This design comes from an exercise in tuning for small area and a short achievable clock period on the open sky130 flow, not from production work.
The RTL was checked by simulation tests, not by an equivalence proof against the original design.

==> design/flow/design.v <==
module sqrt_16s (
    input         clk,
    input  [15:0] data_i,
    input         vld_i,
    output [15:0] data_o,
    output        vld_o
);
    function [6:0] tbl3;
        input [5:0] v;
        case (v)
            6'd0: tbl3 = {3'd0, 4'd0};
            6'd1: tbl3 = {3'd1, 4'd0};
            6'd2: tbl3 = {3'd1, 4'd1};
            6'd3: tbl3 = {3'd1, 4'd2};
            6'd4: tbl3 = {3'd2, 4'd0};
            6'd5: tbl3 = {3'd2, 4'd1};
            6'd6: tbl3 = {3'd2, 4'd2};
            6'd7: tbl3 = {3'd2, 4'd3};
            6'd8: tbl3 = {3'd2, 4'd4};
            6'd9: tbl3 = {3'd3, 4'd0};
            6'd10: tbl3 = {3'd3, 4'd1};
            6'd11: tbl3 = {3'd3, 4'd2};
            6'd12: tbl3 = {3'd3, 4'd3};
            6'd13: tbl3 = {3'd3, 4'd4};
            6'd14: tbl3 = {3'd3, 4'd5};
            6'd15: tbl3 = {3'd3, 4'd6};
            6'd16: tbl3 = {3'd4, 4'd0};
            6'd17: tbl3 = {3'd4, 4'd1};
            6'd18: tbl3 = {3'd4, 4'd2};
            6'd19: tbl3 = {3'd4, 4'd3};
            6'd20: tbl3 = {3'd4, 4'd4};
            6'd21: tbl3 = {3'd4, 4'd5};
            6'd22: tbl3 = {3'd4, 4'd6};
            6'd23: tbl3 = {3'd4, 4'd7};
            6'd24: tbl3 = {3'd4, 4'd8};
            6'd25: tbl3 = {3'd5, 4'd0};
            6'd26: tbl3 = {3'd5, 4'd1};
            6'd27: tbl3 = {3'd5, 4'd2};
            6'd28: tbl3 = {3'd5, 4'd3};
            6'd29: tbl3 = {3'd5, 4'd4};
            6'd30: tbl3 = {3'd5, 4'd5};
            6'd31: tbl3 = {3'd5, 4'd6};
            6'd32: tbl3 = {3'd5, 4'd7};
            6'd33: tbl3 = {3'd5, 4'd8};
            6'd34: tbl3 = {3'd5, 4'd9};
            6'd35: tbl3 = {3'd5, 4'd10};
            6'd36: tbl3 = {3'd6, 4'd0};
            6'd37: tbl3 = {3'd6, 4'd1};
            6'd38: tbl3 = {3'd6, 4'd2};
            6'd39: tbl3 = {3'd6, 4'd3};
            6'd40: tbl3 = {3'd6, 4'd4};
            6'd41: tbl3 = {3'd6, 4'd5};
            6'd42: tbl3 = {3'd6, 4'd6};
            6'd43: tbl3 = {3'd6, 4'd7};
            6'd44: tbl3 = {3'd6, 4'd8};
            6'd45: tbl3 = {3'd6, 4'd9};
            6'd46: tbl3 = {3'd6, 4'd10};
            6'd47: tbl3 = {3'd6, 4'd11};
            6'd48: tbl3 = {3'd6, 4'd12};
            6'd49: tbl3 = {3'd7, 4'd0};
            6'd50: tbl3 = {3'd7, 4'd1};
            6'd51: tbl3 = {3'd7, 4'd2};
            6'd52: tbl3 = {3'd7, 4'd3};
            6'd53: tbl3 = {3'd7, 4'd4};
            6'd54: tbl3 = {3'd7, 4'd5};
            6'd55: tbl3 = {3'd7, 4'd6};
            6'd56: tbl3 = {3'd7, 4'd7};
            6'd57: tbl3 = {3'd7, 4'd8};
            6'd58: tbl3 = {3'd7, 4'd9};
            6'd59: tbl3 = {3'd7, 4'd10};
            6'd60: tbl3 = {3'd7, 4'd11};
            6'd61: tbl3 = {3'd7, 4'd12};
            6'd62: tbl3 = {3'd7, 4'd13};
            6'd63: tbl3 = {3'd7, 4'd14};
            default: tbl3 = 7'bx;
        endcase
    endfunction
    wire [6:0] t3 = tbl3(data_i[15:10]);
    wire [2:0] q3 = t3[6:4];
    wire [3:0] r3 = t3[3:0];
    wire [9:0] x3 = data_i[9:0];
    wire [5:0] a4 = {r3, x3[9:8]};
    wire [5:0] b4 = {1'b0, q3, 2'b01};
    wire [5:0] g4_0 = ~a4 & b4;
    wire [5:0] p4_0 = ~a4 | b4;
    wire g4_1_1 = g4_0[1] | (p4_0[1] & g4_0[0]);
    wire p4_1_1 = p4_0[1] & p4_0[0];
    wire g4_1_3 = g4_0[3] | (p4_0[3] & g4_0[2]);
    wire p4_1_3 = p4_0[3] & p4_0[2];
    wire g4_1_5 = g4_0[5] | (p4_0[5] & g4_0[4]);
    wire p4_1_5 = p4_0[5] & p4_0[4];
    wire g4_2_3 = g4_1_3 | (p4_1_3 & g4_1_1);
    wire p4_2_3 = p4_1_3 & p4_1_1;
    wire g4_5_5 = g4_1_5 | (p4_1_5 & g4_2_3);
    wire p4_5_5 = p4_1_5 & p4_2_3;
    wire g4_6_2 = g4_0[2] | (p4_0[2] & g4_1_1);
    wire p4_6_2 = p4_0[2] & p4_1_1;
    wire g4_6_4 = g4_0[4] | (p4_0[4] & g4_2_3);
    wire p4_6_4 = p4_0[4] & p4_2_3;
    wire s4 = g4_5_5;
    wire [4:0] c4 = {g4_2_3, g4_6_2, g4_1_1, g4_0[0], 1'b0};
    wire [4:0] r4 = a4[4:0] ^ ({5{~s4}} & (b4[4:0] ^ c4));
    wire [3:0] q4 = {q3, ~s4};
    wire [7:0] x4 = x3[7:0];
    reg  [3:0] q_r4;
    always @(posedge clk) q_r4 <= q4;
    reg  [4:0] r_r4;
    always @(posedge clk) r_r4 <= r4;
    reg  [7:0] x_r4;
    always @(posedge clk) x_r4 <= x4;
    reg  [0:0] v_r4;
    always @(posedge clk) v_r4 <= vld_i;
    wire [6:0] a5 = {r_r4, x_r4[7:6]};
    wire [6:0] b5 = {1'b0, q_r4, 2'b01};
    wire [6:0] g5_0 = ~a5 & b5;
    wire [6:0] p5_0 = ~a5 | b5;
    wire g5_1_1 = g5_0[1] | (p5_0[1] & g5_0[0]);
    wire p5_1_1 = p5_0[1] & p5_0[0];
    wire g5_1_3 = g5_0[3] | (p5_0[3] & g5_0[2]);
    wire p5_1_3 = p5_0[3] & p5_0[2];
    wire g5_1_5 = g5_0[5] | (p5_0[5] & g5_0[4]);
    wire p5_1_5 = p5_0[5] & p5_0[4];
    wire g5_2_3 = g5_1_3 | (p5_1_3 & g5_1_1);
    wire p5_2_3 = p5_1_3 & p5_1_1;
    wire g5_5_5 = g5_1_5 | (p5_1_5 & g5_2_3);
    wire p5_5_5 = p5_1_5 & p5_2_3;
    wire g5_6_2 = g5_0[2] | (p5_0[2] & g5_1_1);
    wire p5_6_2 = p5_0[2] & p5_1_1;
    wire g5_6_4 = g5_0[4] | (p5_0[4] & g5_2_3);
    wire p5_6_4 = p5_0[4] & p5_2_3;
    wire g5_6_6 = g5_0[6] | (p5_0[6] & g5_5_5);
    wire p5_6_6 = p5_0[6] & p5_5_5;
    wire s5 = g5_6_6;
    wire [5:0] c5 = {g5_6_4, g5_2_3, g5_6_2, g5_1_1, g5_0[0], 1'b0};
    wire [5:0] r5 = a5[5:0] ^ ({6{~s5}} & (b5[5:0] ^ c5));
    wire [4:0] q5 = {q_r4, ~s5};
    wire [5:0] x5 = x_r4[5:0];
    reg  [4:0] q_r5;
    always @(posedge clk) q_r5 <= q5;
    reg  [5:0] r_r5;
    always @(posedge clk) r_r5 <= r5;
    reg  [5:0] x_r5;
    always @(posedge clk) x_r5 <= x5;
    reg  [0:0] v_r5;
    always @(posedge clk) v_r5 <= v_r4;
    wire [7:0] a6 = {r_r5, x_r5[5:4]};
    wire [7:0] b6 = {1'b0, q_r5, 2'b01};
    wire [7:0] g6_0 = ~a6 & b6;
    wire [7:0] p6_0 = ~a6 | b6;
    wire g6_1_1 = g6_0[1] | (p6_0[1] & g6_0[0]);
    wire p6_1_1 = p6_0[1] & p6_0[0];
    wire g6_1_3 = g6_0[3] | (p6_0[3] & g6_0[2]);
    wire p6_1_3 = p6_0[3] & p6_0[2];
    wire g6_1_5 = g6_0[5] | (p6_0[5] & g6_0[4]);
    wire p6_1_5 = p6_0[5] & p6_0[4];
    wire g6_1_7 = g6_0[7] | (p6_0[7] & g6_0[6]);
    wire p6_1_7 = p6_0[7] & p6_0[6];
    wire g6_2_3 = g6_1_3 | (p6_1_3 & g6_1_1);
    wire p6_2_3 = p6_1_3 & p6_1_1;
    wire g6_2_7 = g6_1_7 | (p6_1_7 & g6_1_5);
    wire p6_2_7 = p6_1_7 & p6_1_5;
    wire g6_3_7 = g6_2_7 | (p6_2_7 & g6_2_3);
    wire p6_3_7 = p6_2_7 & p6_2_3;
    wire g6_5_5 = g6_1_5 | (p6_1_5 & g6_2_3);
    wire p6_5_5 = p6_1_5 & p6_2_3;
    wire g6_6_2 = g6_0[2] | (p6_0[2] & g6_1_1);
    wire p6_6_2 = p6_0[2] & p6_1_1;
    wire g6_6_4 = g6_0[4] | (p6_0[4] & g6_2_3);
    wire p6_6_4 = p6_0[4] & p6_2_3;
    wire g6_6_6 = g6_0[6] | (p6_0[6] & g6_5_5);
    wire p6_6_6 = p6_0[6] & p6_5_5;
    wire s6 = g6_3_7;
    wire [6:0] c6 = {g6_5_5, g6_6_4, g6_2_3, g6_6_2, g6_1_1, g6_0[0], 1'b0};
    wire [6:0] r6 = a6[6:0] ^ ({7{~s6}} & (b6[6:0] ^ c6));
    wire [5:0] q6 = {q_r5, ~s6};
    wire [3:0] x6 = x_r5[3:0];
    reg  [5:0] q_r6;
    always @(posedge clk) q_r6 <= q6;
    reg  [6:0] r_r6;
    always @(posedge clk) r_r6 <= r6;
    reg  [3:0] x_r6;
    always @(posedge clk) x_r6 <= x6;
    reg  [0:0] v_r6;
    always @(posedge clk) v_r6 <= v_r5;
    wire [8:0] a7 = {r_r6, x_r6[3:2]};
    wire [8:0] b7 = {1'b0, q_r6, 2'b01};
    wire [8:0] g7_0 = ~a7 & b7;
    wire [8:0] p7_0 = ~a7 | b7;
    wire g7_1_1 = g7_0[1] | (p7_0[1] & g7_0[0]);
    wire p7_1_1 = p7_0[1] & p7_0[0];
    wire g7_1_3 = g7_0[3] | (p7_0[3] & g7_0[2]);
    wire p7_1_3 = p7_0[3] & p7_0[2];
    wire g7_1_5 = g7_0[5] | (p7_0[5] & g7_0[4]);
    wire p7_1_5 = p7_0[5] & p7_0[4];
    wire g7_1_7 = g7_0[7] | (p7_0[7] & g7_0[6]);
    wire p7_1_7 = p7_0[7] & p7_0[6];
    wire g7_2_3 = g7_1_3 | (p7_1_3 & g7_1_1);
    wire p7_2_3 = p7_1_3 & p7_1_1;
    wire g7_2_7 = g7_1_7 | (p7_1_7 & g7_1_5);
    wire p7_2_7 = p7_1_7 & p7_1_5;
    wire g7_3_7 = g7_2_7 | (p7_2_7 & g7_2_3);
    wire p7_3_7 = p7_2_7 & p7_2_3;
    wire g7_7_5 = g7_1_5 | (p7_1_5 & g7_2_3);
    wire p7_7_5 = p7_1_5 & p7_2_3;
    wire g7_8_2 = g7_0[2] | (p7_0[2] & g7_1_1);
    wire p7_8_2 = p7_0[2] & p7_1_1;
    wire g7_8_4 = g7_0[4] | (p7_0[4] & g7_2_3);
    wire p7_8_4 = p7_0[4] & p7_2_3;
    wire g7_8_6 = g7_0[6] | (p7_0[6] & g7_7_5);
    wire p7_8_6 = p7_0[6] & p7_7_5;
    wire g7_8_8 = g7_0[8] | (p7_0[8] & g7_3_7);
    wire p7_8_8 = p7_0[8] & p7_3_7;
    wire s7 = g7_8_8;
    wire [7:0] c7 = {g7_8_6, g7_7_5, g7_8_4, g7_2_3, g7_8_2, g7_1_1, g7_0[0], 1'b0};
    wire [7:0] r7 = a7[7:0] ^ ({8{~s7}} & (b7[7:0] ^ c7));
    wire [6:0] q7 = {q_r6, ~s7};
    wire [1:0] x7 = x_r6[1:0];
    reg  [6:0] q_r7;
    always @(posedge clk) q_r7 <= q7;
    reg  [7:0] r_r7;
    always @(posedge clk) r_r7 <= r7;
    reg  [1:0] x_r7;
    always @(posedge clk) x_r7 <= x7;
    reg  [0:0] v_r7;
    always @(posedge clk) v_r7 <= v_r6;
    wire [9:0] a8 = {r_r7, x_r7[1:0]};
    wire [9:0] b8 = {1'b0, q_r7, 2'b01};
    wire [9:0] g8_0 = ~a8 & b8;
    wire [9:0] p8_0 = ~a8 | b8;
    wire g8_1_1 = g8_0[1] | (p8_0[1] & g8_0[0]);
    wire p8_1_1 = p8_0[1] & p8_0[0];
    wire g8_1_3 = g8_0[3] | (p8_0[3] & g8_0[2]);
    wire p8_1_3 = p8_0[3] & p8_0[2];
    wire g8_1_5 = g8_0[5] | (p8_0[5] & g8_0[4]);
    wire p8_1_5 = p8_0[5] & p8_0[4];
    wire g8_1_7 = g8_0[7] | (p8_0[7] & g8_0[6]);
    wire p8_1_7 = p8_0[7] & p8_0[6];
    wire g8_1_9 = g8_0[9] | (p8_0[9] & g8_0[8]);
    wire p8_1_9 = p8_0[9] & p8_0[8];
    wire g8_2_3 = g8_1_3 | (p8_1_3 & g8_1_1);
    wire p8_2_3 = p8_1_3 & p8_1_1;
    wire g8_2_7 = g8_1_7 | (p8_1_7 & g8_1_5);
    wire p8_2_7 = p8_1_7 & p8_1_5;
    wire g8_3_7 = g8_2_7 | (p8_2_7 & g8_2_3);
    wire p8_3_7 = p8_2_7 & p8_2_3;
    wire g8_7_5 = g8_1_5 | (p8_1_5 & g8_2_3);
    wire p8_7_5 = p8_1_5 & p8_2_3;
    wire g8_7_9 = g8_1_9 | (p8_1_9 & g8_3_7);
    wire p8_7_9 = p8_1_9 & p8_3_7;
    wire g8_8_2 = g8_0[2] | (p8_0[2] & g8_1_1);
    wire p8_8_2 = p8_0[2] & p8_1_1;
    wire g8_8_4 = g8_0[4] | (p8_0[4] & g8_2_3);
    wire p8_8_4 = p8_0[4] & p8_2_3;
    wire g8_8_6 = g8_0[6] | (p8_0[6] & g8_7_5);
    wire p8_8_6 = p8_0[6] & p8_7_5;
    wire g8_8_8 = g8_0[8] | (p8_0[8] & g8_3_7);
    wire p8_8_8 = p8_0[8] & p8_3_7;
    wire s8 = g8_7_9;
    wire [8:0] c8 = {g8_3_7, g8_8_6, g8_7_5, g8_8_4, g8_2_3, g8_8_2, g8_1_1, g8_0[0], 1'b0};
    wire [8:0] r8 = a8[8:0] ^ ({9{~s8}} & (b8[8:0] ^ c8));
    wire [7:0] q8 = {q_r7, ~s8};
    reg  [7:0] q_r8;
    always @(posedge clk) q_r8 <= q8;
    reg  [8:0] r_r8;
    always @(posedge clk) r_r8 <= r8;
    reg  [0:0] v_r8;
    always @(posedge clk) v_r8 <= v_r7;
    wire [10:0] a9 = {r_r8, 2'b00};
    wire [10:0] b9 = {1'b0, q_r8, 2'b01};
    wire [10:0] g9_0 = ~a9 & b9;
    wire [10:0] p9_0 = ~a9 | b9;
    wire g9_1_1 = g9_0[1] | (p9_0[1] & g9_0[0]);
    wire p9_1_1 = p9_0[1] & p9_0[0];
    wire g9_1_3 = g9_0[3] | (p9_0[3] & g9_0[2]);
    wire p9_1_3 = p9_0[3] & p9_0[2];
    wire g9_1_5 = g9_0[5] | (p9_0[5] & g9_0[4]);
    wire p9_1_5 = p9_0[5] & p9_0[4];
    wire g9_1_7 = g9_0[7] | (p9_0[7] & g9_0[6]);
    wire p9_1_7 = p9_0[7] & p9_0[6];
    wire g9_1_9 = g9_0[9] | (p9_0[9] & g9_0[8]);
    wire p9_1_9 = p9_0[9] & p9_0[8];
    wire g9_2_3 = g9_1_3 | (p9_1_3 & g9_1_1);
    wire p9_2_3 = p9_1_3 & p9_1_1;
    wire g9_2_7 = g9_1_7 | (p9_1_7 & g9_1_5);
    wire p9_2_7 = p9_1_7 & p9_1_5;
    wire g9_3_7 = g9_2_7 | (p9_2_7 & g9_2_3);
    wire p9_3_7 = p9_2_7 & p9_2_3;
    wire g9_7_5 = g9_1_5 | (p9_1_5 & g9_2_3);
    wire p9_7_5 = p9_1_5 & p9_2_3;
    wire g9_7_9 = g9_1_9 | (p9_1_9 & g9_3_7);
    wire p9_7_9 = p9_1_9 & p9_3_7;
    wire g9_8_2 = g9_0[2] | (p9_0[2] & g9_1_1);
    wire p9_8_2 = p9_0[2] & p9_1_1;
    wire g9_8_4 = g9_0[4] | (p9_0[4] & g9_2_3);
    wire p9_8_4 = p9_0[4] & p9_2_3;
    wire g9_8_6 = g9_0[6] | (p9_0[6] & g9_7_5);
    wire p9_8_6 = p9_0[6] & p9_7_5;
    wire g9_8_8 = g9_0[8] | (p9_0[8] & g9_3_7);
    wire p9_8_8 = p9_0[8] & p9_3_7;
    wire g9_8_10 = g9_0[10] | (p9_0[10] & g9_7_9);
    wire p9_8_10 = p9_0[10] & p9_7_9;
    wire s9 = g9_8_10;
    wire [9:0] c9 = {g9_8_8, g9_3_7, g9_8_6, g9_7_5, g9_8_4, g9_2_3, g9_8_2, g9_1_1, g9_0[0], 1'b0};
    wire [9:0] r9 = a9[9:0] ^ ({10{~s9}} & (b9[9:0] ^ c9));
    wire [8:0] q9 = {q_r8, ~s9};
    reg  [8:0] q_r9;
    always @(posedge clk) q_r9 <= q9;
    reg  [9:0] r_r9;
    always @(posedge clk) r_r9 <= r9;
    reg  [0:0] v_r9;
    always @(posedge clk) v_r9 <= v_r8;
    wire [11:0] a10 = {r_r9, 2'b00};
    wire [11:0] b10 = {1'b0, q_r9, 2'b01};
    wire [11:0] g10_0 = ~a10 & b10;
    wire [11:0] p10_0 = ~a10 | b10;
    wire g10_1_1 = g10_0[1] | (p10_0[1] & g10_0[0]);
    wire p10_1_1 = p10_0[1] & p10_0[0];
    wire g10_1_3 = g10_0[3] | (p10_0[3] & g10_0[2]);
    wire p10_1_3 = p10_0[3] & p10_0[2];
    wire g10_1_5 = g10_0[5] | (p10_0[5] & g10_0[4]);
    wire p10_1_5 = p10_0[5] & p10_0[4];
    wire g10_1_7 = g10_0[7] | (p10_0[7] & g10_0[6]);
    wire p10_1_7 = p10_0[7] & p10_0[6];
    wire g10_1_9 = g10_0[9] | (p10_0[9] & g10_0[8]);
    wire p10_1_9 = p10_0[9] & p10_0[8];
    wire g10_1_11 = g10_0[11] | (p10_0[11] & g10_0[10]);
    wire p10_1_11 = p10_0[11] & p10_0[10];
    wire g10_2_3 = g10_1_3 | (p10_1_3 & g10_1_1);
    wire p10_2_3 = p10_1_3 & p10_1_1;
    wire g10_2_7 = g10_1_7 | (p10_1_7 & g10_1_5);
    wire p10_2_7 = p10_1_7 & p10_1_5;
    wire g10_2_11 = g10_1_11 | (p10_1_11 & g10_1_9);
    wire p10_2_11 = p10_1_11 & p10_1_9;
    wire g10_3_7 = g10_2_7 | (p10_2_7 & g10_2_3);
    wire p10_3_7 = p10_2_7 & p10_2_3;
    wire g10_6_11 = g10_2_11 | (p10_2_11 & g10_3_7);
    wire p10_6_11 = p10_2_11 & p10_3_7;
    wire g10_7_5 = g10_1_5 | (p10_1_5 & g10_2_3);
    wire p10_7_5 = p10_1_5 & p10_2_3;
    wire g10_7_9 = g10_1_9 | (p10_1_9 & g10_3_7);
    wire p10_7_9 = p10_1_9 & p10_3_7;
    wire g10_8_2 = g10_0[2] | (p10_0[2] & g10_1_1);
    wire p10_8_2 = p10_0[2] & p10_1_1;
    wire g10_8_4 = g10_0[4] | (p10_0[4] & g10_2_3);
    wire p10_8_4 = p10_0[4] & p10_2_3;
    wire g10_8_6 = g10_0[6] | (p10_0[6] & g10_7_5);
    wire p10_8_6 = p10_0[6] & p10_7_5;
    wire g10_8_8 = g10_0[8] | (p10_0[8] & g10_3_7);
    wire p10_8_8 = p10_0[8] & p10_3_7;
    wire g10_8_10 = g10_0[10] | (p10_0[10] & g10_7_9);
    wire p10_8_10 = p10_0[10] & p10_7_9;
    wire s10 = g10_6_11;
    wire [10:0] c10 = {g10_7_9, g10_8_8, g10_3_7, g10_8_6, g10_7_5, g10_8_4, g10_2_3, g10_8_2, g10_1_1, g10_0[0], 1'b0};
    wire [10:0] r10 = a10[10:0] ^ ({11{~s10}} & (b10[10:0] ^ c10));
    wire [9:0] q10 = {q_r9, ~s10};
    reg  [9:0] q_r10;
    always @(posedge clk) q_r10 <= q10;
    reg  [10:0] r_r10;
    always @(posedge clk) r_r10 <= r10;
    reg  [0:0] v_r10;
    always @(posedge clk) v_r10 <= v_r9;
    wire [12:0] a11 = {r_r10, 2'b00};
    wire [12:0] b11 = {1'b0, q_r10, 2'b01};
    wire [12:0] g11_0 = ~a11 & b11;
    wire [12:0] p11_0 = ~a11 | b11;
    wire g11_1_1 = g11_0[1] | (p11_0[1] & g11_0[0]);
    wire p11_1_1 = p11_0[1] & p11_0[0];
    wire g11_1_3 = g11_0[3] | (p11_0[3] & g11_0[2]);
    wire p11_1_3 = p11_0[3] & p11_0[2];
    wire g11_1_5 = g11_0[5] | (p11_0[5] & g11_0[4]);
    wire p11_1_5 = p11_0[5] & p11_0[4];
    wire g11_1_7 = g11_0[7] | (p11_0[7] & g11_0[6]);
    wire p11_1_7 = p11_0[7] & p11_0[6];
    wire g11_1_9 = g11_0[9] | (p11_0[9] & g11_0[8]);
    wire p11_1_9 = p11_0[9] & p11_0[8];
    wire g11_1_11 = g11_0[11] | (p11_0[11] & g11_0[10]);
    wire p11_1_11 = p11_0[11] & p11_0[10];
    wire g11_2_3 = g11_1_3 | (p11_1_3 & g11_1_1);
    wire p11_2_3 = p11_1_3 & p11_1_1;
    wire g11_2_7 = g11_1_7 | (p11_1_7 & g11_1_5);
    wire p11_2_7 = p11_1_7 & p11_1_5;
    wire g11_2_11 = g11_1_11 | (p11_1_11 & g11_1_9);
    wire p11_2_11 = p11_1_11 & p11_1_9;
    wire g11_3_7 = g11_2_7 | (p11_2_7 & g11_2_3);
    wire p11_3_7 = p11_2_7 & p11_2_3;
    wire g11_6_11 = g11_2_11 | (p11_2_11 & g11_3_7);
    wire p11_6_11 = p11_2_11 & p11_3_7;
    wire g11_7_5 = g11_1_5 | (p11_1_5 & g11_2_3);
    wire p11_7_5 = p11_1_5 & p11_2_3;
    wire g11_7_9 = g11_1_9 | (p11_1_9 & g11_3_7);
    wire p11_7_9 = p11_1_9 & p11_3_7;
    wire g11_8_2 = g11_0[2] | (p11_0[2] & g11_1_1);
    wire p11_8_2 = p11_0[2] & p11_1_1;
    wire g11_8_4 = g11_0[4] | (p11_0[4] & g11_2_3);
    wire p11_8_4 = p11_0[4] & p11_2_3;
    wire g11_8_6 = g11_0[6] | (p11_0[6] & g11_7_5);
    wire p11_8_6 = p11_0[6] & p11_7_5;
    wire g11_8_8 = g11_0[8] | (p11_0[8] & g11_3_7);
    wire p11_8_8 = p11_0[8] & p11_3_7;
    wire g11_8_10 = g11_0[10] | (p11_0[10] & g11_7_9);
    wire p11_8_10 = p11_0[10] & p11_7_9;
    wire g11_8_12 = g11_0[12] | (p11_0[12] & g11_6_11);
    wire p11_8_12 = p11_0[12] & p11_6_11;
    wire s11 = g11_8_12;
    wire [11:0] c11 = {g11_8_10, g11_7_9, g11_8_8, g11_3_7, g11_8_6, g11_7_5, g11_8_4, g11_2_3, g11_8_2, g11_1_1, g11_0[0], 1'b0};
    wire [11:0] r11 = a11[11:0] ^ ({12{~s11}} & (b11[11:0] ^ c11));
    wire [10:0] q11 = {q_r10, ~s11};
    reg  [10:0] q_r11;
    always @(posedge clk) q_r11 <= q11;
    reg  [11:0] r_r11;
    always @(posedge clk) r_r11 <= r11;
    reg  [0:0] v_r11;
    always @(posedge clk) v_r11 <= v_r10;
    wire [13:0] a12 = {r_r11, 2'b00};
    wire [13:0] b12 = {1'b0, q_r11, 2'b01};
    wire [13:0] g12_0 = ~a12 & b12;
    wire [13:0] p12_0 = ~a12 | b12;
    wire g12_1_1 = g12_0[1] | (p12_0[1] & g12_0[0]);
    wire p12_1_1 = p12_0[1] & p12_0[0];
    wire g12_1_3 = g12_0[3] | (p12_0[3] & g12_0[2]);
    wire p12_1_3 = p12_0[3] & p12_0[2];
    wire g12_1_5 = g12_0[5] | (p12_0[5] & g12_0[4]);
    wire p12_1_5 = p12_0[5] & p12_0[4];
    wire g12_1_7 = g12_0[7] | (p12_0[7] & g12_0[6]);
    wire p12_1_7 = p12_0[7] & p12_0[6];
    wire g12_1_9 = g12_0[9] | (p12_0[9] & g12_0[8]);
    wire p12_1_9 = p12_0[9] & p12_0[8];
    wire g12_1_11 = g12_0[11] | (p12_0[11] & g12_0[10]);
    wire p12_1_11 = p12_0[11] & p12_0[10];
    wire g12_1_13 = g12_0[13] | (p12_0[13] & g12_0[12]);
    wire p12_1_13 = p12_0[13] & p12_0[12];
    wire g12_2_3 = g12_1_3 | (p12_1_3 & g12_1_1);
    wire p12_2_3 = p12_1_3 & p12_1_1;
    wire g12_2_7 = g12_1_7 | (p12_1_7 & g12_1_5);
    wire p12_2_7 = p12_1_7 & p12_1_5;
    wire g12_2_11 = g12_1_11 | (p12_1_11 & g12_1_9);
    wire p12_2_11 = p12_1_11 & p12_1_9;
    wire g12_3_7 = g12_2_7 | (p12_2_7 & g12_2_3);
    wire p12_3_7 = p12_2_7 & p12_2_3;
    wire g12_6_11 = g12_2_11 | (p12_2_11 & g12_3_7);
    wire p12_6_11 = p12_2_11 & p12_3_7;
    wire g12_7_5 = g12_1_5 | (p12_1_5 & g12_2_3);
    wire p12_7_5 = p12_1_5 & p12_2_3;
    wire g12_7_9 = g12_1_9 | (p12_1_9 & g12_3_7);
    wire p12_7_9 = p12_1_9 & p12_3_7;
    wire g12_7_13 = g12_1_13 | (p12_1_13 & g12_6_11);
    wire p12_7_13 = p12_1_13 & p12_6_11;
    wire g12_8_2 = g12_0[2] | (p12_0[2] & g12_1_1);
    wire p12_8_2 = p12_0[2] & p12_1_1;
    wire g12_8_4 = g12_0[4] | (p12_0[4] & g12_2_3);
    wire p12_8_4 = p12_0[4] & p12_2_3;
    wire g12_8_6 = g12_0[6] | (p12_0[6] & g12_7_5);
    wire p12_8_6 = p12_0[6] & p12_7_5;
    wire g12_8_8 = g12_0[8] | (p12_0[8] & g12_3_7);
    wire p12_8_8 = p12_0[8] & p12_3_7;
    wire g12_8_10 = g12_0[10] | (p12_0[10] & g12_7_9);
    wire p12_8_10 = p12_0[10] & p12_7_9;
    wire g12_8_12 = g12_0[12] | (p12_0[12] & g12_6_11);
    wire p12_8_12 = p12_0[12] & p12_6_11;
    wire s12 = g12_7_13;
    wire [12:0] c12 = {g12_6_11, g12_8_10, g12_7_9, g12_8_8, g12_3_7, g12_8_6, g12_7_5, g12_8_4, g12_2_3, g12_8_2, g12_1_1, g12_0[0], 1'b0};
    wire [12:0] r12 = a12[12:0] ^ ({13{~s12}} & (b12[12:0] ^ c12));
    wire [11:0] q12 = {q_r11, ~s12};
    reg  [11:0] q_r12;
    always @(posedge clk) q_r12 <= q12;
    reg  [12:0] r_r12;
    always @(posedge clk) r_r12 <= r12;
    reg  [0:0] v_r12;
    always @(posedge clk) v_r12 <= v_r11;
    wire [14:0] a13 = {r_r12, 2'b00};
    wire [14:0] b13 = {1'b0, q_r12, 2'b01};
    wire [14:0] g13_0 = ~a13 & b13;
    wire [14:0] p13_0 = ~a13 | b13;
    wire g13_1_1 = g13_0[1] | (p13_0[1] & g13_0[0]);
    wire p13_1_1 = p13_0[1] & p13_0[0];
    wire g13_1_3 = g13_0[3] | (p13_0[3] & g13_0[2]);
    wire p13_1_3 = p13_0[3] & p13_0[2];
    wire g13_1_5 = g13_0[5] | (p13_0[5] & g13_0[4]);
    wire p13_1_5 = p13_0[5] & p13_0[4];
    wire g13_1_7 = g13_0[7] | (p13_0[7] & g13_0[6]);
    wire p13_1_7 = p13_0[7] & p13_0[6];
    wire g13_1_9 = g13_0[9] | (p13_0[9] & g13_0[8]);
    wire p13_1_9 = p13_0[9] & p13_0[8];
    wire g13_1_11 = g13_0[11] | (p13_0[11] & g13_0[10]);
    wire p13_1_11 = p13_0[11] & p13_0[10];
    wire g13_1_13 = g13_0[13] | (p13_0[13] & g13_0[12]);
    wire p13_1_13 = p13_0[13] & p13_0[12];
    wire g13_2_3 = g13_1_3 | (p13_1_3 & g13_1_1);
    wire p13_2_3 = p13_1_3 & p13_1_1;
    wire g13_2_7 = g13_1_7 | (p13_1_7 & g13_1_5);
    wire p13_2_7 = p13_1_7 & p13_1_5;
    wire g13_2_11 = g13_1_11 | (p13_1_11 & g13_1_9);
    wire p13_2_11 = p13_1_11 & p13_1_9;
    wire g13_3_7 = g13_2_7 | (p13_2_7 & g13_2_3);
    wire p13_3_7 = p13_2_7 & p13_2_3;
    wire g13_6_11 = g13_2_11 | (p13_2_11 & g13_3_7);
    wire p13_6_11 = p13_2_11 & p13_3_7;
    wire g13_7_5 = g13_1_5 | (p13_1_5 & g13_2_3);
    wire p13_7_5 = p13_1_5 & p13_2_3;
    wire g13_7_9 = g13_1_9 | (p13_1_9 & g13_3_7);
    wire p13_7_9 = p13_1_9 & p13_3_7;
    wire g13_7_13 = g13_1_13 | (p13_1_13 & g13_6_11);
    wire p13_7_13 = p13_1_13 & p13_6_11;
    wire g13_8_2 = g13_0[2] | (p13_0[2] & g13_1_1);
    wire p13_8_2 = p13_0[2] & p13_1_1;
    wire g13_8_4 = g13_0[4] | (p13_0[4] & g13_2_3);
    wire p13_8_4 = p13_0[4] & p13_2_3;
    wire g13_8_6 = g13_0[6] | (p13_0[6] & g13_7_5);
    wire p13_8_6 = p13_0[6] & p13_7_5;
    wire g13_8_8 = g13_0[8] | (p13_0[8] & g13_3_7);
    wire p13_8_8 = p13_0[8] & p13_3_7;
    wire g13_8_10 = g13_0[10] | (p13_0[10] & g13_7_9);
    wire p13_8_10 = p13_0[10] & p13_7_9;
    wire g13_8_12 = g13_0[12] | (p13_0[12] & g13_6_11);
    wire p13_8_12 = p13_0[12] & p13_6_11;
    wire g13_8_14 = g13_0[14] | (p13_0[14] & g13_7_13);
    wire p13_8_14 = p13_0[14] & p13_7_13;
    wire s13 = g13_8_14;
    wire [13:0] c13 = {g13_8_12, g13_6_11, g13_8_10, g13_7_9, g13_8_8, g13_3_7, g13_8_6, g13_7_5, g13_8_4, g13_2_3, g13_8_2, g13_1_1, g13_0[0], 1'b0};
    wire [13:0] r13 = a13[13:0] ^ ({14{~s13}} & (b13[13:0] ^ c13));
    wire [12:0] q13 = {q_r12, ~s13};
    reg  [12:0] q_r13;
    always @(posedge clk) q_r13 <= q13;
    reg  [13:0] r_r13;
    always @(posedge clk) r_r13 <= r13;
    reg  [0:0] v_r13;
    always @(posedge clk) v_r13 <= v_r12;
    wire [15:0] a14 = {r_r13, 2'b00};
    wire [15:0] b14 = {1'b0, q_r13, 2'b01};
    wire [15:0] g14_0 = ~a14 & b14;
    wire [15:0] p14_0 = ~a14 | b14;
    wire g14_1_1 = g14_0[1] | (p14_0[1] & g14_0[0]);
    wire p14_1_1 = p14_0[1] & p14_0[0];
    wire g14_1_3 = g14_0[3] | (p14_0[3] & g14_0[2]);
    wire p14_1_3 = p14_0[3] & p14_0[2];
    wire g14_1_5 = g14_0[5] | (p14_0[5] & g14_0[4]);
    wire p14_1_5 = p14_0[5] & p14_0[4];
    wire g14_1_7 = g14_0[7] | (p14_0[7] & g14_0[6]);
    wire p14_1_7 = p14_0[7] & p14_0[6];
    wire g14_1_9 = g14_0[9] | (p14_0[9] & g14_0[8]);
    wire p14_1_9 = p14_0[9] & p14_0[8];
    wire g14_1_11 = g14_0[11] | (p14_0[11] & g14_0[10]);
    wire p14_1_11 = p14_0[11] & p14_0[10];
    wire g14_1_13 = g14_0[13] | (p14_0[13] & g14_0[12]);
    wire p14_1_13 = p14_0[13] & p14_0[12];
    wire g14_1_15 = g14_0[15] | (p14_0[15] & g14_0[14]);
    wire p14_1_15 = p14_0[15] & p14_0[14];
    wire g14_2_3 = g14_1_3 | (p14_1_3 & g14_1_1);
    wire p14_2_3 = p14_1_3 & p14_1_1;
    wire g14_2_7 = g14_1_7 | (p14_1_7 & g14_1_5);
    wire p14_2_7 = p14_1_7 & p14_1_5;
    wire g14_2_11 = g14_1_11 | (p14_1_11 & g14_1_9);
    wire p14_2_11 = p14_1_11 & p14_1_9;
    wire g14_2_15 = g14_1_15 | (p14_1_15 & g14_1_13);
    wire p14_2_15 = p14_1_15 & p14_1_13;
    wire g14_3_7 = g14_2_7 | (p14_2_7 & g14_2_3);
    wire p14_3_7 = p14_2_7 & p14_2_3;
    wire g14_3_15 = g14_2_15 | (p14_2_15 & g14_2_11);
    wire p14_3_15 = p14_2_15 & p14_2_11;
    wire g14_4_15 = g14_3_15 | (p14_3_15 & g14_3_7);
    wire p14_4_15 = p14_3_15 & p14_3_7;
    wire g14_6_11 = g14_2_11 | (p14_2_11 & g14_3_7);
    wire p14_6_11 = p14_2_11 & p14_3_7;
    wire g14_7_5 = g14_1_5 | (p14_1_5 & g14_2_3);
    wire p14_7_5 = p14_1_5 & p14_2_3;
    wire g14_7_9 = g14_1_9 | (p14_1_9 & g14_3_7);
    wire p14_7_9 = p14_1_9 & p14_3_7;
    wire g14_7_13 = g14_1_13 | (p14_1_13 & g14_6_11);
    wire p14_7_13 = p14_1_13 & p14_6_11;
    wire g14_8_2 = g14_0[2] | (p14_0[2] & g14_1_1);
    wire p14_8_2 = p14_0[2] & p14_1_1;
    wire g14_8_4 = g14_0[4] | (p14_0[4] & g14_2_3);
    wire p14_8_4 = p14_0[4] & p14_2_3;
    wire g14_8_6 = g14_0[6] | (p14_0[6] & g14_7_5);
    wire p14_8_6 = p14_0[6] & p14_7_5;
    wire g14_8_8 = g14_0[8] | (p14_0[8] & g14_3_7);
    wire p14_8_8 = p14_0[8] & p14_3_7;
    wire g14_8_10 = g14_0[10] | (p14_0[10] & g14_7_9);
    wire p14_8_10 = p14_0[10] & p14_7_9;
    wire g14_8_12 = g14_0[12] | (p14_0[12] & g14_6_11);
    wire p14_8_12 = p14_0[12] & p14_6_11;
    wire g14_8_14 = g14_0[14] | (p14_0[14] & g14_7_13);
    wire p14_8_14 = p14_0[14] & p14_7_13;
    wire s14 = g14_4_15;
    wire [14:0] c14 = {g14_7_13, g14_8_12, g14_6_11, g14_8_10, g14_7_9, g14_8_8, g14_3_7, g14_8_6, g14_7_5, g14_8_4, g14_2_3, g14_8_2, g14_1_1, g14_0[0], 1'b0};
    wire [14:0] r14 = a14[14:0] ^ ({15{~s14}} & (b14[14:0] ^ c14));
    wire [13:0] q14 = {q_r13, ~s14};
    reg  [13:0] q_r14;
    always @(posedge clk) q_r14 <= q14;
    reg  [14:0] r_r14;
    always @(posedge clk) r_r14 <= r14;
    reg  [0:0] v_r14;
    always @(posedge clk) v_r14 <= v_r13;
    wire [16:0] a15 = {r_r14, 2'b00};
    wire [16:0] b15 = {1'b0, q_r14, 2'b01};
    wire [16:0] g15_0 = ~a15 & b15;
    wire [16:0] p15_0 = ~a15 | b15;
    wire g15_1_1 = g15_0[1] | (p15_0[1] & g15_0[0]);
    wire p15_1_1 = p15_0[1] & p15_0[0];
    wire g15_1_3 = g15_0[3] | (p15_0[3] & g15_0[2]);
    wire p15_1_3 = p15_0[3] & p15_0[2];
    wire g15_1_5 = g15_0[5] | (p15_0[5] & g15_0[4]);
    wire p15_1_5 = p15_0[5] & p15_0[4];
    wire g15_1_7 = g15_0[7] | (p15_0[7] & g15_0[6]);
    wire p15_1_7 = p15_0[7] & p15_0[6];
    wire g15_1_9 = g15_0[9] | (p15_0[9] & g15_0[8]);
    wire p15_1_9 = p15_0[9] & p15_0[8];
    wire g15_1_11 = g15_0[11] | (p15_0[11] & g15_0[10]);
    wire p15_1_11 = p15_0[11] & p15_0[10];
    wire g15_1_13 = g15_0[13] | (p15_0[13] & g15_0[12]);
    wire p15_1_13 = p15_0[13] & p15_0[12];
    wire g15_1_15 = g15_0[15] | (p15_0[15] & g15_0[14]);
    wire p15_1_15 = p15_0[15] & p15_0[14];
    wire g15_2_3 = g15_1_3 | (p15_1_3 & g15_1_1);
    wire p15_2_3 = p15_1_3 & p15_1_1;
    wire g15_2_7 = g15_1_7 | (p15_1_7 & g15_1_5);
    wire p15_2_7 = p15_1_7 & p15_1_5;
    wire g15_2_11 = g15_1_11 | (p15_1_11 & g15_1_9);
    wire p15_2_11 = p15_1_11 & p15_1_9;
    wire g15_2_15 = g15_1_15 | (p15_1_15 & g15_1_13);
    wire p15_2_15 = p15_1_15 & p15_1_13;
    wire g15_3_7 = g15_2_7 | (p15_2_7 & g15_2_3);
    wire p15_3_7 = p15_2_7 & p15_2_3;
    wire g15_3_15 = g15_2_15 | (p15_2_15 & g15_2_11);
    wire p15_3_15 = p15_2_15 & p15_2_11;
    wire g15_4_15 = g15_3_15 | (p15_3_15 & g15_3_7);
    wire p15_4_15 = p15_3_15 & p15_3_7;
    wire g15_8_11 = g15_2_11 | (p15_2_11 & g15_3_7);
    wire p15_8_11 = p15_2_11 & p15_3_7;
    wire g15_9_5 = g15_1_5 | (p15_1_5 & g15_2_3);
    wire p15_9_5 = p15_1_5 & p15_2_3;
    wire g15_9_9 = g15_1_9 | (p15_1_9 & g15_3_7);
    wire p15_9_9 = p15_1_9 & p15_3_7;
    wire g15_9_13 = g15_1_13 | (p15_1_13 & g15_8_11);
    wire p15_9_13 = p15_1_13 & p15_8_11;
    wire g15_10_2 = g15_0[2] | (p15_0[2] & g15_1_1);
    wire p15_10_2 = p15_0[2] & p15_1_1;
    wire g15_10_4 = g15_0[4] | (p15_0[4] & g15_2_3);
    wire p15_10_4 = p15_0[4] & p15_2_3;
    wire g15_10_6 = g15_0[6] | (p15_0[6] & g15_9_5);
    wire p15_10_6 = p15_0[6] & p15_9_5;
    wire g15_10_8 = g15_0[8] | (p15_0[8] & g15_3_7);
    wire p15_10_8 = p15_0[8] & p15_3_7;
    wire g15_10_10 = g15_0[10] | (p15_0[10] & g15_9_9);
    wire p15_10_10 = p15_0[10] & p15_9_9;
    wire g15_10_12 = g15_0[12] | (p15_0[12] & g15_8_11);
    wire p15_10_12 = p15_0[12] & p15_8_11;
    wire g15_10_14 = g15_0[14] | (p15_0[14] & g15_9_13);
    wire p15_10_14 = p15_0[14] & p15_9_13;
    wire g15_10_16 = g15_0[16] | (p15_0[16] & g15_4_15);
    wire p15_10_16 = p15_0[16] & p15_4_15;
    wire s15 = g15_10_16;
    wire [15:0] c15 = {g15_10_14, g15_9_13, g15_10_12, g15_8_11, g15_10_10, g15_9_9, g15_10_8, g15_3_7, g15_10_6, g15_9_5, g15_10_4, g15_2_3, g15_10_2, g15_1_1, g15_0[0], 1'b0};
    wire [15:0] r15 = a15[15:0] ^ ({16{~s15}} & (b15[15:0] ^ c15));
    wire [14:0] q15 = {q_r14, ~s15};
    reg  [14:0] q_r15;
    always @(posedge clk) q_r15 <= q15;
    reg  [15:0] r_r15;
    always @(posedge clk) r_r15 <= r15;
    reg  [0:0] v_r15;
    always @(posedge clk) v_r15 <= v_r14;
    wire [17:0] a16 = {r_r15, 2'b00};
    wire [17:0] b16 = {1'b0, q_r15, 2'b01};
    wire [17:0] g16_0 = ~a16 & b16;
    wire [17:0] p16_0 = ~a16 | b16;
    wire g16_1_1 = g16_0[1] | (p16_0[1] & g16_0[0]);
    wire p16_1_1 = p16_0[1] & p16_0[0];
    wire g16_1_3 = g16_0[3] | (p16_0[3] & g16_0[2]);
    wire p16_1_3 = p16_0[3] & p16_0[2];
    wire g16_1_5 = g16_0[5] | (p16_0[5] & g16_0[4]);
    wire p16_1_5 = p16_0[5] & p16_0[4];
    wire g16_1_7 = g16_0[7] | (p16_0[7] & g16_0[6]);
    wire p16_1_7 = p16_0[7] & p16_0[6];
    wire g16_1_9 = g16_0[9] | (p16_0[9] & g16_0[8]);
    wire p16_1_9 = p16_0[9] & p16_0[8];
    wire g16_1_11 = g16_0[11] | (p16_0[11] & g16_0[10]);
    wire p16_1_11 = p16_0[11] & p16_0[10];
    wire g16_1_13 = g16_0[13] | (p16_0[13] & g16_0[12]);
    wire p16_1_13 = p16_0[13] & p16_0[12];
    wire g16_1_15 = g16_0[15] | (p16_0[15] & g16_0[14]);
    wire p16_1_15 = p16_0[15] & p16_0[14];
    wire g16_1_17 = g16_0[17] | (p16_0[17] & g16_0[16]);
    wire p16_1_17 = p16_0[17] & p16_0[16];
    wire g16_2_3 = g16_1_3 | (p16_1_3 & g16_1_1);
    wire p16_2_3 = p16_1_3 & p16_1_1;
    wire g16_2_7 = g16_1_7 | (p16_1_7 & g16_1_5);
    wire p16_2_7 = p16_1_7 & p16_1_5;
    wire g16_2_11 = g16_1_11 | (p16_1_11 & g16_1_9);
    wire p16_2_11 = p16_1_11 & p16_1_9;
    wire g16_2_15 = g16_1_15 | (p16_1_15 & g16_1_13);
    wire p16_2_15 = p16_1_15 & p16_1_13;
    wire g16_3_7 = g16_2_7 | (p16_2_7 & g16_2_3);
    wire p16_3_7 = p16_2_7 & p16_2_3;
    wire g16_3_15 = g16_2_15 | (p16_2_15 & g16_2_11);
    wire p16_3_15 = p16_2_15 & p16_2_11;
    wire g16_4_15 = g16_3_15 | (p16_3_15 & g16_3_7);
    wire p16_4_15 = p16_3_15 & p16_3_7;
    wire g16_8_11 = g16_2_11 | (p16_2_11 & g16_3_7);
    wire p16_8_11 = p16_2_11 & p16_3_7;
    wire g16_9_5 = g16_1_5 | (p16_1_5 & g16_2_3);
    wire p16_9_5 = p16_1_5 & p16_2_3;
    wire g16_9_9 = g16_1_9 | (p16_1_9 & g16_3_7);
    wire p16_9_9 = p16_1_9 & p16_3_7;
    wire g16_9_13 = g16_1_13 | (p16_1_13 & g16_8_11);
    wire p16_9_13 = p16_1_13 & p16_8_11;
    wire g16_9_17 = g16_1_17 | (p16_1_17 & g16_4_15);
    wire p16_9_17 = p16_1_17 & p16_4_15;
    wire g16_10_2 = g16_0[2] | (p16_0[2] & g16_1_1);
    wire p16_10_2 = p16_0[2] & p16_1_1;
    wire g16_10_4 = g16_0[4] | (p16_0[4] & g16_2_3);
    wire p16_10_4 = p16_0[4] & p16_2_3;
    wire g16_10_6 = g16_0[6] | (p16_0[6] & g16_9_5);
    wire p16_10_6 = p16_0[6] & p16_9_5;
    wire g16_10_8 = g16_0[8] | (p16_0[8] & g16_3_7);
    wire p16_10_8 = p16_0[8] & p16_3_7;
    wire g16_10_10 = g16_0[10] | (p16_0[10] & g16_9_9);
    wire p16_10_10 = p16_0[10] & p16_9_9;
    wire g16_10_12 = g16_0[12] | (p16_0[12] & g16_8_11);
    wire p16_10_12 = p16_0[12] & p16_8_11;
    wire g16_10_14 = g16_0[14] | (p16_0[14] & g16_9_13);
    wire p16_10_14 = p16_0[14] & p16_9_13;
    wire g16_10_16 = g16_0[16] | (p16_0[16] & g16_4_15);
    wire p16_10_16 = p16_0[16] & p16_4_15;
    wire s16 = g16_9_17;
    wire [15:0] q16 = {q_r15, ~s16};
    reg  [15:0] q_r16;
    always @(posedge clk) q_r16 <= q16;
    reg  [0:0] v_r16;
    always @(posedge clk) v_r16 <= v_r15;
    assign data_o = q_r16;
    assign vld_o  = v_r16;
endmodule
==> design/flow/flow/run.sh <==
#!/bin/bash
# The standard layout (standard.sh: ORFS from synthesis to the final layout) with:
#  - ADDER_MAP_FILE empty: Yosys does not extract full/half-adder cells, so ABC maps
#    all the logic itself (the registers are the same as in the standard synthesis);
#  - buf_2 cells as the input and output port buffers;
#  - a clock tree of clkbuf_8 cells without dummy loads.
# Everything ORFS prints goes to standard.log in this folder; each step's own log stays
# under orfs/logs/.
bash standard.sh \
  "ADDER_MAP_FILE=" "SETUP_MOVE_SEQUENCE=unbuffer,sizeup,swap" \
  "BUFFER_PORTS_ARGS=-buffer_cell sky130_fd_sc_hd__buf_2" \
  "CTS_ARGS=-sink_clustering_enable -repair_clock_nets -dont_use_dummy_load -buf_list sky130_fd_sc_hd__clkbuf_8 -sink_clustering_size 14 -sink_clustering_max_diameter 50" \
  finish > standard.log 2>&1
==> design/flow/standard.sh <==
#!/bin/bash
# synth_recipe.tcl (not shown) runs the flow's synth.tcl, then flattens the netlist and writes it again
# the make line also repeats each setting of config.mk as NAME=value (left out here)
make -C /OpenROAD-flow-scripts/flow DESIGN_CONFIG=/design/flow/config.mk WORK_HOME=/design/flow/orfs CLKGATE_MAP_FILE= SYNTH_SCRIPT=/design/flow/synth_recipe.tcl "${@:-finish}"
==> design/flow/config.mk <==
export PLATFORM = sky130hd
export DESIGN_NAME = sqrt_16s
export DESIGN_NICKNAME = sqrt_16s
export VERILOG_FILES = /design/flow/design.v
export SDC_FILE = /design/flow/constraint.sdc
export NUM_CORES = 4
export LEC_CHECK = 0
export ABC_AREA = 1
export CAP_MARGIN = 20
export CORE_MARGIN = 2
export CORE_UTILIZATION = 40
export SETUP_SLACK_MARGIN = 1.3
export SLEW_MARGIN = 20
==> design/flow/constraint.sdc <==
create_clock -name core_clock -period 3.0 [get_ports {clk}]
set_input_delay 0.6000 -clock core_clock [delete_from_list [all_inputs] [get_ports {clk}]]
set_output_delay 0.6000 -clock core_clock [all_outputs]
set_load 0.01 [all_outputs]
==> summary.txt, run 1 <==
# TYPE chip_impl_metric gauge
chip_impl_info{name="outcome",value="complete, no violations"} 1
chip_impl_info{name="synth_top_area_cell",value="sky130_fd_sc_hd__dfxtp_1"} 1
chip_impl_metric{name="ys_types",unit=""} 46
chip_impl_metric{name="timing.final.ws_setup",unit="ns"} 1.26
chip_impl_metric{name="placedCellCount",unit=""} 1824
chip_impl_info{name="clock-root-buffer",value="sky130_fd_sc_hd__clkbuf_8"} 1
chip_impl_metric{name="synth_enable_flop_cells",unit=""} 0
chip_impl_info{name="timing.critical_path.from",value="q_r11[5]"} 1
chip_impl_metric{name="ios",unit=""} 35
chip_impl_metric{name="fin_cells",unit=""} 1853
chip_impl_metric{name="start_util",unit="%"} 40.6
chip_impl_metric{name="cts.reportedPaths.clkPinSlew",unit="ns"} 0.08
chip_impl_metric{name="drt_pass1_iterations",unit=""} 4
chip_impl_metric{name="synthCells",unit=""} 1420
chip_impl_metric{name="finalHoldViolations",unit=""} 0
chip_impl_metric{name="clock_sinks",unit=""} 275
chip_impl_metric{name="drv_cap",unit=""} 0
chip_impl_metric{name="post_syn_nets",unit=""} 1438
chip_impl_metric{name="detail_route.vias_per_cell",unit=""} 4.55
chip_impl_metric{name="fin_skew",unit="ns"} 0.0315
chip_impl_metric{name="worst-r2r-setup-slack",unit="ns"} 1.26
chip_impl_metric{name="ys.warnings.count",unit=""} 1
chip_impl_metric{name="fp_rows",unit=""} 61
chip_impl_info{name="hold_start",value="data_i[7]"} 1
chip_impl_metric{name="post-dp-hpwl",unit="microns"} 14300
chip_impl_info{name="synth_area_leaders",value="sky130_fd_sc_hd__dfxtp_1 (49%), sky130_fd_sc_hd__nand2_1 (11%), sky130_fd_sc_hd__inv_1 (7.9%)"} 1
chip_impl_metric{name="drc_errors",unit=""} 0
chip_impl_metric{name="cts_setup_buffers",unit=""} 0
chip_impl_info{name="timing.rr.start",value="q_r11[5]"} 1
chip_impl_metric{name="num-nets-final",unit=""} 1495
chip_impl_metric{name="design.core.area",unit="sq um"} 27800
chip_impl_metric{name="timing.max_slew.rel_slack",unit="%"} 75.3
chip_impl_metric{name="place_ws",unit="ns"} 0.964
chip_impl_metric{name="cts_made_buffers",unit=""} 29
chip_impl_metric{name="syn2layout_area_growth",unit="%"} 15.6
chip_impl_metric{name="vias",unit=""} 8424
chip_impl_info{name="synth_flop_cell",value="sky130_fd_sc_hd__dfxtp_1"} 1
chip_impl_info{name="timing.critical_path.to_type",value="register"} 1
chip_impl_info{name="synthMostInstantiatedCell",value="sky130_fd_sc_hd__nand2_1"} 1
chip_impl_metric{name="synth.ff_latch_count",unit=""} 275
chip_impl_metric{name="synth_area_per_cell",unit="sq um"} 7.94
chip_impl_metric{name="grt_max_degree",unit=""} 20
chip_impl_metric{name="hold_buffers",unit=""} 0
chip_impl_metric{name="die-height",unit="microns"} 172
chip_impl_metric{name="grt_util_all_layers",unit="%"} 13.2
chip_impl_info{name="worst_hold_path_type",value="input port to register"} 1
chip_impl_info{name="critPathKind",value="register to register"} 1
chip_impl_info{name="timing.hold.worst_endpoint",value="x_r4[7]"} 1
chip_impl_metric{name="number_of_antenna_violations_at_the_first_check_in_global_routing",unit=""} 0
chip_impl_metric{name="antenna-diode-count",unit=""} 0
chip_impl_metric{name="grt_pass1_wl",unit="microns"} 33000
chip_impl_metric{name="synth_top_area_share",unit="%"} 48.8
chip_impl_metric{name="first_global_vias",unit=""} 7994
chip_impl_metric{name="antenna_violation_net_count_after_detailed_routing",unit=""} 0
chip_impl_metric{name="worstHoldPathCells",unit=""} 1
chip_impl_info{name="crit_start_category",value="register"} 1
chip_impl_metric{name="area.sequential",unit="sq um"} 5580
chip_impl_metric{name="finalCriticalPeriod",unit="ns"} 1.74
chip_impl_info{name="critical_path.reg2reg.endpoint",value="r_r12[9]"} 1
chip_impl_metric{name="critical_path_required",unit="ns"} 3.44
chip_impl_metric{name="worst_r2r_path_depth",unit=""} 10
chip_impl_metric{name="max_freq",unit="MHz"} 573
chip_impl_metric{name="routabilityCongestion",unit=""} 0.791
chip_impl_metric{name="fillCellCount",unit=""} 2713
chip_impl_info{name="grt_setup_unrepaired",value="true"} 1
chip_impl_metric{name="ys_async_sr_fraction",unit="%"} 0
chip_impl_metric{name="post-route-period-util",unit="%"} 58.2
chip_impl_metric{name="max_slew.worst_pin.slew",unit="ns"} 0.370
chip_impl_metric{name="max_buffers_root_to_sink",unit=""} 3
chip_impl_metric{name="final_max_slew_viol_count",unit=""} 0
chip_impl_metric{name="post_synth_instance_area",unit="sq um"} 11300
chip_impl_metric{name="design.die.area",unit="sq um"} 29500
chip_impl_metric{name="clkLatencyLatePin",unit="ns"} 0.56
chip_impl_metric{name="grt_overflow_total",unit=""} 0
chip_impl_metric{name="chipWidth",unit="microns"} 172
chip_impl_metric{name="multi_input_area",unit="sq um"} 5450
chip_impl_info{name="yosys-top-cells-count",value="sky130_fd_sc_hd__nand2_1 (339), sky130_fd_sc_hd__dfxtp_1 (275), sky130_fd_sc_hd__inv_1 (236), sky130_fd_sc_hd__xor2_1 (94)"} 1
chip_impl_metric{name="drive_gt1_share",unit="%"} 24.3
chip_impl_metric{name="finalSetupViolations",unit=""} 0
chip_impl_metric{name="ys_seq_area_share",unit="%"} 48.8
chip_impl_metric{name="routed_wire_length_per_instance",unit="microns"} 10.3
chip_impl_metric{name="route.final.wire_length",unit="microns"} 19100
chip_impl_metric{name="drt-initial-drc-count",unit=""} 350
chip_impl_metric{name="timing.setup.tns",unit="ns"} 0
chip_impl_metric{name="fin_worst_hold_slack",unit="ns"} 0.136
chip_impl_metric{name="critical_path_arrival",unit="ns"} 2.19
chip_impl_info{name="clock_tree_from_tritoncts",value="done"} 1
chip_impl_metric{name="critPathMaxFanout",unit=""} 12
chip_impl_metric{name="postLayoutCoreUtil",unit="%"} 46.9
chip_impl_metric{name="portBuffers",unit=""} 34
chip_impl_metric{name="ctsHtreeMaxLevel",unit=""} 1
[state kept, by name, indices dropped and copies added, names as in the netlist, 10 cells and up]
| signal | cells |
|---|---|
| q_r16 | 16 |
| q_r15 | 15 |
| q_r14 | 14 |
| r_r15 | 14 |
| q_r13 | 13 |
| r_r14 | 13 |
| q_r12 | 12 |
| r_r13 | 12 |
| q_r11 | 11 |
| r_r12 | 11 |
| q_r10 | 10 |
| r_r11 | 10 |
[cells in the final DEF, fill, tap and decap left out, types with 30 or more instances in the layout]
cell type	count
sky130_fd_sc_hd__inv_2	37
sky130_fd_sc_hd__nand3_1	61
sky130_fd_sc_hd__nor2_1	69
sky130_fd_sc_hd__a21oi_1	30
sky130_fd_sc_hd__nand2_2	66
sky130_fd_sc_hd__buf_2	34
sky130_fd_sc_hd__nand2_1	280
sky130_fd_sc_hd__xor2_1	92
sky130_fd_sc_hd__dfxtp_2	45
sky130_fd_sc_hd__inv_1	203
sky130_fd_sc_hd__o21ai_0	50
sky130_fd_sc_hd__dfxtp_1	226
[worst max-delay path: stages (launching register included)]
cell and delay [ns]:
sky130_fd_sc_hd__dfxtp_1 0.38, sky130_fd_sc_hd__o21ai_4 0.18, sky130_fd_sc_hd__inv_1 0.08, sky130_fd_sc_hd__nand2_2 0.08, sky130_fd_sc_hd__nand3b_4 0.12, sky130_fd_sc_hd__nand3_4 0.09
sky130_fd_sc_hd__nand2_4 0.07, sky130_fd_sc_hd__a21boi_4 0.34, sky130_fd_sc_hd__inv_2 0.10, sky130_fd_sc_hd__o21ai_1 0.14, sky130_fd_sc_hd__nand2_1 0.06
[routing by layer]
layer  vias up  part of all wire [%]  GRT usage, %
met5         -                     0             0
met4         0                   4.0          5.63
met3        53                   3.1          2.31
met2       118                    52          26.2
met1      3753                    41          13.4
li1       4500                     -             -
[repair_timing]
action | CTS | global route
setup endpoints to repair | 58 | 97
pin swaps | 16 | 81
resized for setup | 56 | 228
cloned | 0 | 0
[cells by family after synthesis]
group	after synthesis	share of synthesized area, %
AND/OR/NAND/NOR	599	23.6
adder cells (fa/ha/maj)	1	0.0999
AO/OA/AOI/OAI	168	8.88
buffers and inverters	254	8.97
flip-flops	275	48.8
XOR/XNOR	123	9.62
[how the worst max path moves through the flow]
| stage | slack [ns] | cells after the start | endpoint |
|---|---|---|---|
| after CTS | 1.27 | 12 | r_r12[9] |
| after detailed placement | 0.96 | 15 | r_r4[1] |
| after global routing | 1.18 | 10 | r_r12[7] |
| final | 1.26 | 10 | r_r12[9] |
| after floorplan | 1.25 | 13 | r_r4[2] |
| after global placement | 1.01 | 15 | r_r4[4] |
[layout make-up]
cell class                 instances  share of cell area [%]
sequential                       275                    42.8
multi-input combinational        891                    41.8
inverter                         246                    7.36
tap                              378                    3.63
clock buffer                      29                    3.06
timing repair buffer              34                    1.31
[stage by stage]
step | instance area, sq um
6_report | 13000
5_1_grt | 13000
4_1_cts | 12400
3_5_place_dp | 11900
3_3_place_gp | 11900
2_1_floorplan | 11300
==> run 2, diff against run 1 <==
--- a/design/flow/config.mk
+++ b/design/flow/config.mk
@@ -9,5 +9,5 @@
 export CAP_MARGIN = 20
 export CORE_MARGIN = 2
 export CORE_UTILIZATION = 40
-export SETUP_SLACK_MARGIN = 1.3
+export SETUP_SLACK_MARGIN = 1.2
 export SLEW_MARGIN = 20
==> run 2 against run 1 <==
  * Still clean
  * Non-clock buffer count unchanged
  * Global-route usage decreased by 0.31 points
  * Critical path type unchanged
  * Highest routed layer unchanged
==> summary.txt, run 2 <==
# TYPE chip_impl_metric gauge
chip_impl_info{name="outcome",value="complete, no violations"} 1
chip_impl_metric{name="design.core.area",unit="sq um"} 27800
chip_impl_metric{name="routed_wire_length_per_instance",unit="microns"} 10.1
chip_impl_metric{name="post-dp-hpwl",unit="microns"} 14400
chip_impl_metric{name="critPathMaxFanout",unit=""} 12
chip_impl_info{name="yosys-top-cells-count",value="sky130_fd_sc_hd__nand2_1 (339), sky130_fd_sc_hd__dfxtp_1 (275), sky130_fd_sc_hd__inv_1 (236), sky130_fd_sc_hd__xor2_1 (94)"} 1
chip_impl_metric{name="route.final.wire_length",unit="microns"} 18600
chip_impl_metric{name="drt_pass1_iterations",unit=""} 4
chip_impl_metric{name="antenna_violation_net_count_after_detailed_routing",unit=""} 0
chip_impl_metric{name="finalHoldViolations",unit=""} 0
chip_impl_metric{name="drc_errors",unit=""} 0
chip_impl_metric{name="critical_path_required",unit="ns"} 3.41
chip_impl_metric{name="synth_top_area_share",unit="%"} 48.8
chip_impl_metric{name="cts_made_buffers",unit=""} 27
chip_impl_metric{name="fp_rows",unit=""} 61
chip_impl_metric{name="final_max_slew_viol_count",unit=""} 0
chip_impl_metric{name="synth_enable_flop_cells",unit=""} 0
chip_impl_info{name="clock-root-buffer",value="sky130_fd_sc_hd__clkbuf_8"} 1
chip_impl_metric{name="die-height",unit="microns"} 172
chip_impl_info{name="critPathKind",value="register to register"} 1
chip_impl_info{name="synth_area_leaders",value="sky130_fd_sc_hd__dfxtp_1 (49%), sky130_fd_sc_hd__nand2_1 (11%), sky130_fd_sc_hd__inv_1 (7.9%)"} 1
chip_impl_metric{name="max_freq",unit="MHz"} 590
chip_impl_metric{name="finalSetupViolations",unit=""} 0
chip_impl_metric{name="ctsHtreeMaxLevel",unit=""} 1
chip_impl_metric{name="max_slew.worst_pin.slew",unit="ns"} 0.377
chip_impl_metric{name="hold_buffers",unit=""} 0
chip_impl_metric{name="place_ws",unit="ns"} 0.971
chip_impl_metric{name="largest_register_ffs",unit=""} 16
chip_impl_metric{name="worstHoldPathCells",unit=""} 1
chip_impl_metric{name="num-nets-final",unit=""} 1493
chip_impl_metric{name="drt-initial-drc-count",unit=""} 286
chip_impl_metric{name="first_global_vias",unit=""} 7652
chip_impl_info{name="max_flop_register",value="q_r16"} 1
chip_impl_metric{name="post_syn_nets",unit=""} 1438
chip_impl_metric{name="timing.final.ws_setup",unit="ns"} 1.31
chip_impl_metric{name="timing.setup.tns",unit="ns"} 0
chip_impl_metric{name="area.sequential",unit="sq um"} 5540
chip_impl_metric{name="grt_max_degree",unit=""} 20
chip_impl_info{name="grt_setup_unrepaired",value="true"} 1
chip_impl_info{name="most-common-layout-cells",value="sky130_fd_sc_hd__nand2_1 (324), sky130_fd_sc_hd__dfxtp_1 (252), sky130_fd_sc_hd__inv_1 (225), sky130_fd_sc_hd__xor2_1 (93), sky130_fd_sc_hd__nand3_1 (83)"} 1
chip_impl_metric{name="clock_sinks",unit=""} 275
chip_impl_metric{name="max_buffers_root_to_sink",unit=""} 3
chip_impl_metric{name="grt_util_all_layers",unit="%"} 12.9
chip_impl_metric{name="routabilityCongestion",unit=""} 0.787
chip_impl_metric{name="post-route-period-util",unit="%"} 56.5
chip_impl_metric{name="multi_input_area",unit="sq um"} 4990
chip_impl_metric{name="vias",unit=""} 8246
chip_impl_metric{name="fin_skew",unit="ns"} 0.0465
chip_impl_metric{name="chipWidth",unit="microns"} 172
chip_impl_metric{name="syn2layout_area_growth",unit="%"} 10.6
chip_impl_metric{name="detail_route.vias_per_cell",unit=""} 4.45
chip_impl_info{name="crit_start_category",value="register"} 1
chip_impl_metric{name="synth_area_per_cell",unit="sq um"} 7.94
chip_impl_info{name="top_regs",value="q_r16 (16), q_r15 (15)"} 1
chip_impl_metric{name="ys_async_sr_fraction",unit="%"} 0
chip_impl_info{name="critical-path-slowest-cell",value="sky130_fd_sc_hd__dfxtp_4"} 1
chip_impl_metric{name="number_of_antenna_violations_at_the_first_check_in_global_routing",unit=""} 0
chip_impl_metric{name="drv_cap",unit=""} 0
chip_impl_metric{name="finalCriticalPeriod",unit="ns"} 1.69
chip_impl_metric{name="design.die.area",unit="sq um"} 29500
chip_impl_metric{name="grt_overflow_total",unit=""} 0
chip_impl_metric{name="critical_path_arrival",unit="ns"} 2.11
chip_impl_info{name="critical-path-top-delay-family",value="simple AND/OR/NAND/NOR gates"} 1
chip_impl_metric{name="timing.max_slew.rel_slack",unit="%"} 74.8
chip_impl_metric{name="grt_pass1_wl",unit="microns"} 31900
chip_impl_metric{name="postLayoutCellArea",unit="sq um"} 12500
chip_impl_metric{name="cts.reportedPaths.clkPinSlew",unit="ns"} 0.08
chip_impl_metric{name="placement.cell_area",unit="sq um"} 11800
==> run 2: cell counts after synthesis <==
Identical to the previous run, type by type.
==> run 2: final timing paths <==
path                  start        to  slack [ns]
setup / recovery   q_r11[3]  r_r12[8]        1.31
setup reg to reg   q_r11[3]  r_r12[8]        1.31
hold reg to reg       v_r10     v_r11        0.29
hold / removal    data_i[6]   x_r4[6]        0.14
==> run 2: kinds of logic after synthesis <==
group	share of synthesized area, %
flip-flops	48.8
AO/OA/AOI/OAI	8.88
AND/OR/NAND/NOR	23.6
adder cells (fa/ha/maj)	0.0999
XOR/XNOR	9.62
buffers and inverters	8.97
==> run 2: what timing repair did <==
| item | in CTS | in global routing |
|---|---|---|
| endpoints found under the setup margin | 11 | 81 |
| gates resized for setup | 4 | 97 |
| cloned | 0 | 0 |
| buffers inserted | 0 | 0 |
| pin swaps | 1 | 23 |
==> run 2: layout make-up <==
cell class,count,area share [%]
flip-flops and latches,275,44.4
clock buffers,27,2.98
multi-input cells,891,40.0
well taps,378,3.79
inverters,246,7.48
repair buffers,34,1.36
==> run 2: stage by stage <==
step / hold WS [ns] / instances / utilization (%)
detailed placement: 0.312 / 1824 / 42.6
floorplan: 0.310 / 1420 / -
global placement: 0.311 / 1824 / 42.6
global route: 0.102 / 1851 / 44.9
CTS: 0.105 / 1851 / 44.0
finish: 0.143 / 1851 / 44.9
==> run 2: per-layer routing <==
layer,wire (microns),vias up,track usage (%)
met5,0,-,0
met4,548,0,3.95
met3,621,35,2.22
met2,9740,110,26.5
met1,7730,3614,13.0
li1,-,4487,-

==> static timing again, ports no longer ideal <==
Ports are ideal in the flow. The routed layouts listed here were re-timed in OpenROAD. Step 1 sets driving cells, clkbuf_16 on the clock port and buf_2 on the other inputs (assumed; they add their load-dependent delay and slew). Step 2 also shifts input and output timing later by t, the mid clock arrival at the registers, as if the neighbouring blocks saw the same clock. Slacks: ideal / step 1 / step 2; pairs: ideal / step 1.
run | t, ns | slack for setup (ns) | worst setup path at the end
run 1 | 0.585 | 1.255 / 1.255 / 0.969 | input to register
run 2 | 0.571 | 1.306 / 1.306 / 0.990 | input to register
After both steps every run listed still meets setup and hold. For run 2, which loses most, drivers alone change the setup slack by 0.000 ns; drivers and shift together by -0.316 ns.
